Background: an optimization exercise with open tools, aiming at small area, a short achievable clock period and few clock cycles per item. Do not read the settings as production practice.
At most, simulation tests tie the RTL to the original design; equivalence was not proved.
For run 2, only the layout was checked, not whether the RTL still works.
Power and IR drop assume default switching activity.

## flow/design.v (module list and top-level ports; edited modules follow where they fit)
// module matrix_mul: 3510 lines
module matrix_mul (
    input wire clk,
    input wire rst_n,
    input wire [127:0] matrix_a,
    input wire [127:0] matrix_b,
    input wire start,
    output wire done,
    output reg [255:0] result
);
  // ...
==> flow/flow/run.sh <==
#!/bin/bash
# The standard layout with two changes:
#  - every input and output port gets a 1x buffer (sky130_fd_sc_hd__buf_1)
#    instead of the default delay buffer;
#  - after synthesis, flow/fa_polarity.tcl picks the polarity of each full
#    adder so that fewer inverters sit between adders (no register changes).
# make's output goes to standard.log; each ORFS step logs under orfs/logs/.
set -euo pipefail
export BUFFER_PORTS_ARGS="-buffer_cell sky130_fd_sc_hd__buf_1"
export POST_SYNTH_TCL="$PWD/flow/fa_polarity.tcl"
bash standard.sh finish > standard.log 2>&1
==> flow/flow/fa_polarity.tcl <==
# Remove inverters around full-adder cells.
#
# A full adder is self-dual: FA(~a, ~b, ~c) = (~sum, ~cout). Yosys's adder
# extraction picks each adder's polarity on its own, which leaves inverters
# between adders. This chooses, for every sky130_fd_sc_hd__fa_* cell, whether
# to implement it as is or with all its inputs and outputs complemented, so
# that as few inverters as possible are needed, then rebuilds the inverters.
# Only combinational cells change; registers, ports and port nets do not.

# ORFS sources this from inside a proc; run it at global level instead.
if {[info level] > 0} {
  uplevel #0 [list source [info script]]
  return
}

proc fp_log {msg} { puts "fa_polarity: $msg" }

set fp_block [ord::get_db_block]
set fp_inv_master [[ord::get_db] findMaster sky130_fd_sc_hd__inv_1]

proc fp_is_inv {inst} {
  return [string match "sky130_fd_sc_hd__inv_*" [[$inst getMaster] getName]]
}
proc fp_is_fa {inst} {
  return [string match "sky130_fd_sc_hd__fa_*" [[$inst getMaster] getName]]
}
proc fp_pin {inst name} {
  foreach it [$inst getITerms] {
    if {[[$it getMTerm] getName] eq $name} { return $it }
  }
  return ""
}
proc fp_driver {net} {
  foreach it [$net getITerms] {
    if {[$it isOutputSignal]} { return $it }
  }
  return ""
}

# Inverters that are free to go: input and output nets are not port nets.
set fp_invs {}
foreach inst [$fp_block getInsts] {
  if {![fp_is_inv $inst]} { continue }
  set a [[fp_pin $inst A] getNet]
  set y [[fp_pin $inst Y] getNet]
  if {$a eq "" || $y eq ""} { continue }
  if {[llength [$a getBTerms]] || [llength [$y getBTerms]]} { continue }
  set ::fp_free([$inst getId]) 1
  lappend fp_invs $inst
}

# root and polarity of each net: follow free inverters back to their source.
proc fp_root {net} {
  set pol 0
  set n $net
  for {set i 0} {$i < 64} {incr i} {
    set d [fp_driver $n]
    if {$d eq ""} { break }
    set inst [$d getInst]
    if {![info exists ::fp_free([$inst getId])]} { break }
    set n [[fp_pin $inst A] getNet]
    set pol [expr {!$pol}]
  }
  return [list $n $pol]
}

# Loads: every input pin of a cell that is not a free inverter, and every
# output port, with the root net and polarity it needs.
# roots(net) -> list of {iterm pol fa_id}; fa_id is "" for a non-adder load.
array set fp_loads {}
array set fp_rootnet {}
set fp_nloads 0
foreach inst [$fp_block getInsts] {
  if {[info exists ::fp_free([$inst getId])]} { continue }
  set fa [expr {[fp_is_fa $inst] ? [$inst getId] : ""}]
  foreach it [$inst getITerms] {
    if {![$it isInputSignal]} { continue }
    set net [$it getNet]
    if {$net eq ""} { continue }
    lassign [fp_root $net] r pol
    set rid [$r getId]
    set fp_rootnet($rid) $r
    lappend fp_loads($rid) [list $it $pol $fa]
    incr fp_nloads
  }
}

# Adders: which roots they drive and which roots they read.
array set fp_flip {}
array set fp_drives {}
array set fp_reads {}
array set fp_drvfa {}
foreach inst [$fp_block getInsts] {
  if {![fp_is_fa $inst]} { continue }
  set id [$inst getId]
  set fp_flip($id) 0
  set fp_drives($id) {}
  set fp_reads($id) {}
  foreach p {SUM COUT} {
    set it [fp_pin $inst $p]
    set net [$it getNet]
    if {$net eq ""} { continue }
    set fp_drvfa([$net getId]) $id
    set fp_rootnet([$net getId]) $net
    lappend fp_drives($id) [$net getId]
  }
  foreach p {A B CIN} {
    set net [[fp_pin $inst $p] getNet]
    if {$net eq ""} { continue }
    lappend fp_reads($id) [[lindex [fp_root $net] 0] getId]
  }
}

proc fp_cost {rid} {
  if {![info exists ::fp_loads($rid)]} { return 0 }
  set phys 0
  if {[info exists ::fp_drvfa($rid)]} { set phys $::fp_flip($::fp_drvfa($rid)) }
  foreach l $::fp_loads($rid) {
    lassign $l it pol fa
    if {$fa ne ""} { set pol [expr {$pol ^ $::fp_flip($fa)}] }
    if {$pol != $phys} { return 1 }
  }
  return 0
}
proc fp_touch {id} {
  return [lsort -unique [concat $::fp_drives($id) $::fp_reads($id)]]
}

set fp_total 0
foreach rid [array names fp_loads] { incr fp_total [fp_cost $rid] }
fp_log "free inverters [llength $fp_invs], adders [array size fp_flip], inverted roots before $fp_total"

# Local search: flip an adder while that lowers the count.
for {set pass 0} {$pass < 20} {incr pass} {
  set gain 0
  foreach id [array names fp_flip] {
    set t [fp_touch $id]
    set before 0
    foreach r $t { incr before [fp_cost $r] }
    set fp_flip($id) [expr {!$fp_flip($id)}]
    set after 0
    foreach r $t { incr after [fp_cost $r] }
    if {$after < $before} {
      incr gain [expr {$before - $after}]
    } else {
      set fp_flip($id) [expr {!$fp_flip($id)}]
    }
  }
  fp_log "pass $pass: saved $gain"
  if {$gain == 0} { break }
}
set fp_total 0
foreach rid [array names fp_loads] { incr fp_total [fp_cost $rid] }
fp_log "inverted roots after $fp_total"

# Rebuild: drop the free inverters, connect each load to its root or to one
# new inverter of that root.
foreach inst $fp_invs {
  foreach it [$inst getITerms] { $it disconnect }
  odb::dbInst_destroy $inst
}
set fp_new 0
foreach rid [array names fp_loads] {
  set r $fp_rootnet($rid)
  set phys 0
  if {[info exists fp_drvfa($rid)]} { set phys $fp_flip($fp_drvfa($rid)) }
  set inv ""
  foreach l $fp_loads($rid) {
    lassign $l it pol fa
    if {$fa ne ""} { set pol [expr {$pol ^ $fp_flip($fa)}] }
    set old [$it getNet]
    if {$pol == $phys} {
      set want $r
    } else {
      if {$inv eq ""} {
        incr fp_new
        set inv [odb::dbNet_create $fp_block "fa_pol_n$fp_new"]
        set ii [odb::dbInst_create $fp_block $fp_inv_master "fa_pol_inv$fp_new"]
        [fp_pin $ii A] connect $r
        [fp_pin $ii Y] connect $inv
      }
      set want $inv
    }
    if {$old ne $want} {
      $it disconnect
      $it connect $want
    }
  }
}
# Nets left without pins: the inverters' old outputs.
set fp_gone 0
foreach net [$fp_block getNets] {
  if {[llength [$net getITerms]] == 0 && [llength [$net getBTerms]] == 0} {
    odb::dbNet_destroy $net
    incr fp_gone
  }
}
fp_log "removed $fp_gone empty nets"
fp_log "inverters now $fp_new"
==> flow/standard.sh <==
#!/bin/bash
# synth_recipe.tcl (not shown) runs the flow's synth.tcl, then flattens the netlist and writes it again
# the make line also repeats each setting of config.mk as NAME=value (left out here)
make -C /OpenROAD-flow-scripts/flow DESIGN_CONFIG=/design/flow/config.mk WORK_HOME=/design/flow/orfs CLKGATE_MAP_FILE= SYNTH_SCRIPT=/design/flow/synth_recipe.tcl "${@:-finish}"
==> flow/config.mk <==
export PLATFORM = sky130hd
export DESIGN_NAME = matrix_mul
export DESIGN_NICKNAME = matrix_mul
export VERILOG_FILES = /design/flow/design.v
export SDC_FILE = /design/flow/constraint.sdc
export NUM_CORES = 4
export LEC_CHECK = 0
export CAP_MARGIN = 20
export CORE_MARGIN = 2
export CORE_UTILIZATION = 40
export SETUP_SLACK_MARGIN = 3.0
export SLEW_MARGIN = 20
==> flow/constraint.sdc <==
create_clock -name core_clock -period 8.0 [get_ports {clk}]
set_input_delay 1.6000 -clock core_clock [delete_from_list [all_inputs] [get_ports {clk}]]
set_output_delay 1.6000 -clock core_clock [all_outputs]
set_load 0.01 [all_outputs]
==> impl_results.md, run 1 <==
* DPL Wire Length at 89,750 um
* Multi-input logic area at 33,240 um^2
* Synth Cell Area at 42,350 um^2
* Launch instance of the worst min-delay path: st[4]
* Maximum resistive drop on vdd at 0.0002117 V
* Clock-pin transition on the worst setup and hold timing paths at 0.07 ns
* Number of instances in the synthesized netlist at 4,263
* Multi-input gate share of the layout cell area at 70.21%
* Critical path cell sequence: buf_4 > and2_1 > fa_1 > fa_1 > fa_1 > fa_1 > ha_1 > nor3_1 > o21ai_1 > a31o_1 > o41a_1 > a31oi_1 > mux2_1
* Post-CTS setup repair buffer count at 0
* Largest delay share family, worst path: adder cells
* Layout fillers at approximately 10,000
* Part of the total power dissipated in the clock network at 10.8%
* Yosys Warn Count at 1
* Worst flop-to-flop path endpoint: result[159]
* Launching instance or port of the critical path: opa[20]
* Worst-case headroom to the max-slew limit at 31.07%
* Well tap count at 1,391
* Max Freq at between 200 and 250 MHz
* Outcome: no timing/DRC/antenna violations
* Post-layout minimum cycle time at 4.780 ns
* Met3 Track Usage GR at ~4.9%
* Topmost layer with routed signal wires: met5
* Overall die area at between 100,000 and 150,000 um^2
* Max-cap check violation count at 0
* Number of standard-cell rows in the floorplan at 119
* Flip-flop count of the largest register after layout at 256
* Count of nets left with antenna violations after detail routing at 0
* Cell kind with the greatest summed area: multi-input combinational cells
* Non-clock buffer share at 5.180%
* LEAKAGE at 23.38 nW
* Power Sequential at 3.19 mW
* Gate power share at 74.4%
* Global-route wire length before repair at 188,100 um
* Top reg by flops: result
* WL met1 at 52,050 um
* Total power of the final layout at 21.52 mW
* Area of all placed cells without fillers at 47,340 um^2
* Placed cells at roughly 6,000
* Source-to-sink clock delay at the later pin of the worst-skew pair at roughly 0.63 ns
Testbench counts, summed over its fixed seeds: cycles 1,784, items 256.
==> run 2, diff against run 1 <==
--- a/flow/design.v
+++ b/flow/design.v
@@ -34,8 +34,9 @@
         opb <= nb;
     end
-    wire clear = st[0];
+    wire clear = 1'b0;
+    wire first = st[1];
     wire [7:0] a0 = opa[7:0];
     wire [7:0] b0 = opb[7:0];
-    wire [15:0] q0 = result[15:0];
+    wire [15:0] q0 = result[15:0] & {16{~first}};
     wire [15:0] n0;
     wire e0_s1 = (a0[0] & b0[5]) ^ (a0[1] & b0[4]);
@@ -253,5 +254,5 @@
     wire [7:0] a1 = opa[7:0];
     wire [7:0] b1 = opb[15:8];
-    wire [15:0] q1 = result[31:16];
+    wire [15:0] q1 = result[31:16] & {16{~first}};
     wire [15:0] n1;
     wire e1_s1 = (a1[0] & b1[5]) ^ (a1[1] & b1[4]);
@@ -469,5 +470,5 @@
     wire [7:0] a2 = opa[7:0];
     wire [7:0] b2 = opb[23:16];
-    wire [15:0] q2 = result[47:32];
+    wire [15:0] q2 = result[47:32] & {16{~first}};
     wire [15:0] n2;
     wire e2_s1 = (a2[0] & b2[5]) ^ (a2[1] & b2[4]);
@@ -685,5 +686,5 @@
     wire [7:0] a3 = opa[7:0];
     wire [7:0] b3 = opb[31:24];
-    wire [15:0] q3 = result[63:48];
+    wire [15:0] q3 = result[63:48] & {16{~first}};
     wire [15:0] n3;
     wire e3_s1 = (a3[0] & b3[5]) ^ (a3[1] & b3[4]);
@@ -901,5 +902,5 @@
     wire [7:0] a4 = opa[15:8];
     wire [7:0] b4 = opb[7:0];
-    wire [15:0] q4 = result[79:64];
+    wire [15:0] q4 = result[79:64] & {16{~first}};
     wire [15:0] n4;
     wire e4_s1 = (a4[0] & b4[5]) ^ (a4[1] & b4[4]);
@@ -1117,5 +1118,5 @@
     wire [7:0] a5 = opa[15:8];
     wire [7:0] b5 = opb[15:8];
-    wire [15:0] q5 = result[95:80];
+    wire [15:0] q5 = result[95:80] & {16{~first}};
     wire [15:0] n5;
     wire e5_s1 = (a5[0] & b5[5]) ^ (a5[1] & b5[4]);
@@ -1333,5 +1334,5 @@
     wire [7:0] a6 = opa[15:8];
     wire [7:0] b6 = opb[23:16];
-    wire [15:0] q6 = result[111:96];
+    wire [15:0] q6 = result[111:96] & {16{~first}};
     wire [15:0] n6;
     wire e6_s1 = (a6[0] & b6[5]) ^ (a6[1] & b6[4]);
@@ -1549,5 +1550,5 @@
     wire [7:0] a7 = opa[15:8];
     wire [7:0] b7 = opb[31:24];
-    wire [15:0] q7 = result[127:112];
+    wire [15:0] q7 = result[127:112] & {16{~first}};
     wire [15:0] n7;
     wire e7_s1 = (a7[0] & b7[5]) ^ (a7[1] & b7[4]);
@@ -1765,5 +1766,5 @@
     wire [7:0] a8 = opa[23:16];
     wire [7:0] b8 = opb[7:0];
-    wire [15:0] q8 = result[143:128];
+    wire [15:0] q8 = result[143:128] & {16{~first}};
     wire [15:0] n8;
     wire e8_s1 = (a8[0] & b8[5]) ^ (a8[1] & b8[4]);
@@ -1981,5 +1982,5 @@
     wire [7:0] a9 = opa[23:16];
     wire [7:0] b9 = opb[15:8];
-    wire [15:0] q9 = result[159:144];
+    wire [15:0] q9 = result[159:144] & {16{~first}};
     wire [15:0] n9;
     wire e9_s1 = (a9[0] & b9[5]) ^ (a9[1] & b9[4]);
@@ -2197,5 +2198,5 @@
     wire [7:0] a10 = opa[23:16];
     wire [7:0] b10 = opb[23:16];
-    wire [15:0] q10 = result[175:160];
+    wire [15:0] q10 = result[175:160] & {16{~first}};
     wire [15:0] n10;
     wire e10_s1 = (a10[0] & b10[5]) ^ (a10[1] & b10[4]);
@@ -2413,5 +2414,5 @@
     wire [7:0] a11 = opa[23:16];
     wire [7:0] b11 = opb[31:24];
-    wire [15:0] q11 = result[191:176];
+    wire [15:0] q11 = result[191:176] & {16{~first}};
     wire [15:0] n11;
     wire e11_s1 = (a11[0] & b11[5]) ^ (a11[1] & b11[4]);
@@ -2629,5 +2630,5 @@
     wire [7:0] a12 = opa[31:24];
     wire [7:0] b12 = opb[7:0];
-    wire [15:0] q12 = result[207:192];
+    wire [15:0] q12 = result[207:192] & {16{~first}};
     wire [15:0] n12;
     wire e12_s1 = (a12[0] & b12[5]) ^ (a12[1] & b12[4]);
@@ -2845,5 +2846,5 @@
     wire [7:0] a13 = opa[31:24];
     wire [7:0] b13 = opb[15:8];
-    wire [15:0] q13 = result[223:208];
+    wire [15:0] q13 = result[223:208] & {16{~first}};
     wire [15:0] n13;
     wire e13_s1 = (a13[0] & b13[5]) ^ (a13[1] & b13[4]);
@@ -3061,5 +3062,5 @@
     wire [7:0] a14 = opa[31:24];
     wire [7:0] b14 = opb[23:16];
-    wire [15:0] q14 = result[239:224];
+    wire [15:0] q14 = result[239:224] & {16{~first}};
     wire [15:0] n14;
     wire e14_s1 = (a14[0] & b14[5]) ^ (a14[1] & b14[4]);
@@ -3277,5 +3278,5 @@
     wire [7:0] a15 = opa[31:24];
     wire [7:0] b15 = opb[31:24];
-    wire [15:0] q15 = result[255:240];
+    wire [15:0] q15 = result[255:240] & {16{~first}};
     wire [15:0] n15;
     wire e15_s1 = (a15[0] & b15[5]) ^ (a15[1] & b15[4]);
==> run 2 against run 1 <==
Still clean on timing, DRC and antenna. Via count down 1.0%. Routed wire length about the same. Sequential power up 6.6%. Register-to-register slack about the same. Setup slack better by 0.0050 ns. Die area about the same. Combinational power up 3%. Synthesized cell count up 0.54%. Critical path depth up 3. Final cell count up 0.58%. Critical endpoint is now result[31].
==> impl_results.md, run 2 <==
* Hold crit path type: register to register (unchanged)
* Die Width at 329.5 um (was 329.4 um)
* Global-route wire length before repair at 189,600 um (was 188,100 um)
* Maximum resistive drop on vdd at 0.0002453 V (was 0.0002117 V)
* Starting DRT DRC Count at 1,375 (was 1,496)
* TritonCTS clock tree: built (unchanged)
* Critical path cell sequence: buf_4 > and2_1 > fa_1 > fa_1 > inv_1 > fa_1 > fa_1 > inv_1 > ha_1 > a21o_1 > a21o_1 > a21oi_1 > o21ai_2 > a2111oi_2 > o41a_1 > xnor2_1 (was buf_4 > and2_1 > fa_1 > fa_1 > fa_1 > fa_1 > ha_1 > nor3_1 > o21ai_1 > a31o_1 > o41a_1 > a31oi_1 > mux2_1)
* Clock tree root buffer cell: sky130_fd_sc_hd__clkbuf_16 (unchanged)
* Post-Synthesis Net Count at 5,697 (was 5,674)
* DPL Wire Length at 88,440 um (was 89,750 um)
* Top reg by flops: result (unchanged)
* Clock-pin transition on the worst setup and hold timing paths at 0.06 ns (was 0.07 ns)
* Setup repair after global routing missed its margin: no (was yes)
* WP depth at 16 (was 13)
* Max-cap check violation count at 0 (unchanged)
* Largest delay share family, worst path: adder cells (unchanged)
* Routability congestion estimate from global placement at 0.8112 (was 0.8306)
* Clock Tree Buf Depth at 3 (unchanged)
* # clock sinks at 325 (unchanged)
* Worst-case headroom to the max-slew limit at 39.73% (was 31.07%)
* Final cell utilization of the core at 45.16% (was 45.04%)
* DR pass1 iterations at 5 (was 7)
* CP peak stage delay at 0.49 ns (was 0.61 ns)
* Outcome: no timing/DRC/antenna violations (unchanged)
* Worst hold stages at 4 (was 2)
* Synthesis-to-finish area growth at 12.02% (was 11.78%)
* Commonest cells after routing, fill and taps aside: sky130_fd_sc_hd__fa_1 (832), sky130_fd_sc_hd__and2_1 (743), sky130_fd_sc_hd__buf_1 (515) (was sky130_fd_sc_hd__and2_1 (839), sky130_fd_sc_hd__fa_1 (832), sky130_fd_sc_hd__buf_1 (515))
* Number of buffers created by CTS at 48 (was 47)
* Overall die area at 108,600 um^2 (was 108,500 um^2)
* Slew Viols, Final at 0 (unchanged)
* Total of endpoints with negative setup slack in the final report at 0 (unchanged)
* Critical path capture point type: register (unchanged)
* Type of the setup path with the least slack: register to register (unchanged)
* Hold-fix buffers, CTS at 0 (unchanged)
* Worst R2R Path Depth at 16 (was 13)
* Yosys Warn Count at 1 (unchanged)
* Crit-path max FO at 24 (was 19)
* DRC Markers at 0 (unchanged)
* Average wire per standard cell at 19.51 um (was 19.63 um)
* Synth Cell Area at 42,380 um^2 (was 42,350 um^2)
* Non-filler instance count after layout at 6,110 (was 6,075)
* Critical Path Most Common Cell: sky130_fd_sc_hd__fa_1 (unchanged)
* Number of standard-cell rows in the floorplan at 119 (unchanged)
* Most frequent standard cell in the layout excluding fill and tap cells: sky130_fd_sc_hd__fa_1 (was sky130_fd_sc_hd__and2_1)
* Total Routed Length at 119,200 um (was 119,300 um)
* Final nets at 6,087 (was 6,054)
* GRT Residual Overflow at 0 (unchanged)
* H-Tree Level Count at 2 (unchanged)
* Placed cells at 6,013 (was 5,985)
* Hold Fails Final Rpt at 0 (unchanged)
* Placement-stage worst setup slack at 2.760 ns (was 2.947 ns)
* Post-layout minimum cycle time at 4.775 ns (was 4.780 ns)
* Vias in the first global route at 33,150 (was 32,580)
* Largest registers in the final layout: result: 256 flops, opa: 32 flops, opb: 32 flops (unchanged)
* Max stage delay cell, worst path: sky130_fd_sc_hd__fa_1 (was sky130_fd_sc_hd__dfxtp_2)
* Area of all placed cells without fillers at 47,470 um^2 (was 47,340 um^2)
* Critical Path AT at 5.33 ns (was 5.30 ns)
* Count of input and output buffers at 515 (unchanged)
* Max Freq at 209.4 MHz (was 209.2 MHz)
* Final Cycle Share at 59.69% (was 59.75%)
* Per-instance average area after synthesis at 9.887 um^2 (was 9.935 um^2)
* Number of instances in the synthesized netlist at 4,286 (was 4,263)
* Total I/O pin count at 516 (unchanged)
* Sort of element at the start of the critical path: register (unchanged)
* Share of final-layout standard cells stronger than drive strength 1 at 4.179% (was 4.232%)
* Ratio of routed vias to standard cells at 4.969 (was 5.050)
* Core region area at 105,100 um^2 (unchanged)
* Total power of the final layout at 22.26 mW (was 21.52 mW)
* Worst setup margin at 3.225 ns (was 3.220 ns)
* Instance area after placement at 45,660 um^2 (was 45,620 um^2)
* Flip-flop count of the largest register after layout at 256 (unchanged)
* Starting density of the core at 40.31% (was 40.29%)
* Data required, critical path at 8.56 ns (was 8.52 ns)
* Layout fillers at 10,140 (was 10,250)
* Maximum number of pins on one net before global-route repair at 80 (was 162)
* Source-to-sink clock delay at the later pin of the worst-skew pair at 0.64 ns (was 0.63 ns)
* Overall via count from detail_route at 30,360 (was 30,680)
* GRT Resource Usage Total at 22.75% (was 22.56%)
* Post-Route Skew at 0.03454 ns (was 0.02681 ns)
* Ratio of total power to cell area at 468.8 nW/um^2 (was 454.6 nW/um^2)
* LEAKAGE at 21.44 nW (was 23.38 nW)
* Count of buffering cells on the critical path with inverters included at 3 (was 1)
* Floorplan die height at 329.5 um (was 329.4 um)
* Total negative slack for setup checks at 0 ns (unchanged)
* Count of nets left with antenna violations after detail routing at 0 (unchanged)
* Antenna violations before repair at 11 (was 12)
* Final worst hold slack at 0.5865 ns (was 0.4966 ns)
* Least-Margin Pin Slew at 0.9040 ns (was 1.034 ns)
[run 2: cell count changes in the layout (fill, tap and decap cells not counted), sizes merged, moves of 51 or more]
| cell | previous run | this run |
|---|---|---|
| nand2 | 277 | 371 |
| nand2b | 11 | 112 |
| inv | 437 | 488 |
| nor2b | 56 | 173 |
| xnor2 | 76 | 128 |
| and2 | 839 | 743 |
| nor2 | 215 | 88 |
[run 2: worst paths after layout]
path	slack, ns	startpoint	to
setup / recovery	3.22	opa[1]	result[31]
hold / removal	0.59	st[4]	st[0]
setup reg to reg	3.22	opa[1]	result[31]
hold reg to reg	0.59	st[4]	st[0]
max in group asynchronous	6.92	rst_n	st[0]
min in group asynchronous	0.81	rst_n	st[4]
[run 2: cell type report]
type	instances	area (um^2)	area share (%)
well taps	1391	1740	3.666
clock buffers	59	1313	2.765
flip-flops and latches	325	6560	13.82
repair buffers	588	2530	5.330
multi-input cells	3228	33100	69.73
clock inverters	29	395.4	0.8329
diodes	5	12.51	0.02636
inverters	485	1821	3.835
[run 2: repair_timing]
action	4_1_cts	5_1_grt
gates cloned	0	0
gates resized for setup	2	12
endpoints found under the setup margin	15	20
setup buffers	2	2
[run 2: tightest hold or removal path, cell delays in order (launching register included)]
cell	delay, ns
sky130_fd_sc_hd__dfrtp_1	0.32
sky130_fd_sc_hd__or4_1	0.09
sky130_fd_sc_hd__nor2_1	0.05
sky130_fd_sc_hd__nor2_1	0.08
sky130_fd_sc_hd__nor2_1	0.04
[run 2: per-layer routing]
| layer | routed length [um] | track usage [%] |
|---|---|---|
| met4 | 3170 | 6.038 |
| met3 | 7875 | 4.842 |
| met1 | 51200 | 29.63 |
| met5 | 33 | 0 |
| met2 | 56920 | 38.37 |
[run 2: where the power goes]
group          internal, mW  switching, mW
Combinational          7.35           9.14
Clock                  1.43          0.936
Sequential             2.70          0.702
Total                  11.5           10.8

## separate check: timing with driven ports
No port has a modelled driver above. Below, the same layouts with a new extraction and two added sets of constraints.
Step 1: set_driving_cell puts a clkbuf_16 on clk and a buf_2 on each other input, an assumption about the parent block.
Step 2 times the ports against the registers' clock, not the clock port: input delays grow and output delays shrink by t, the midpoint of the rising clock arrivals with the driver on.
a / b / c = no drivers / after step 1 / after step 2; a / b = the first two.
run | shift t [ns] | slack for setup (ns) | worst slew at a driven data input, ns
run 1 | 0.690 | 3.220 / 3.220 / 3.220 | 0.07
run 2 | 0.697 | 3.225 / 3.225 / 3.225 | 0.26
After both steps setup and hold are still met in every run listed.
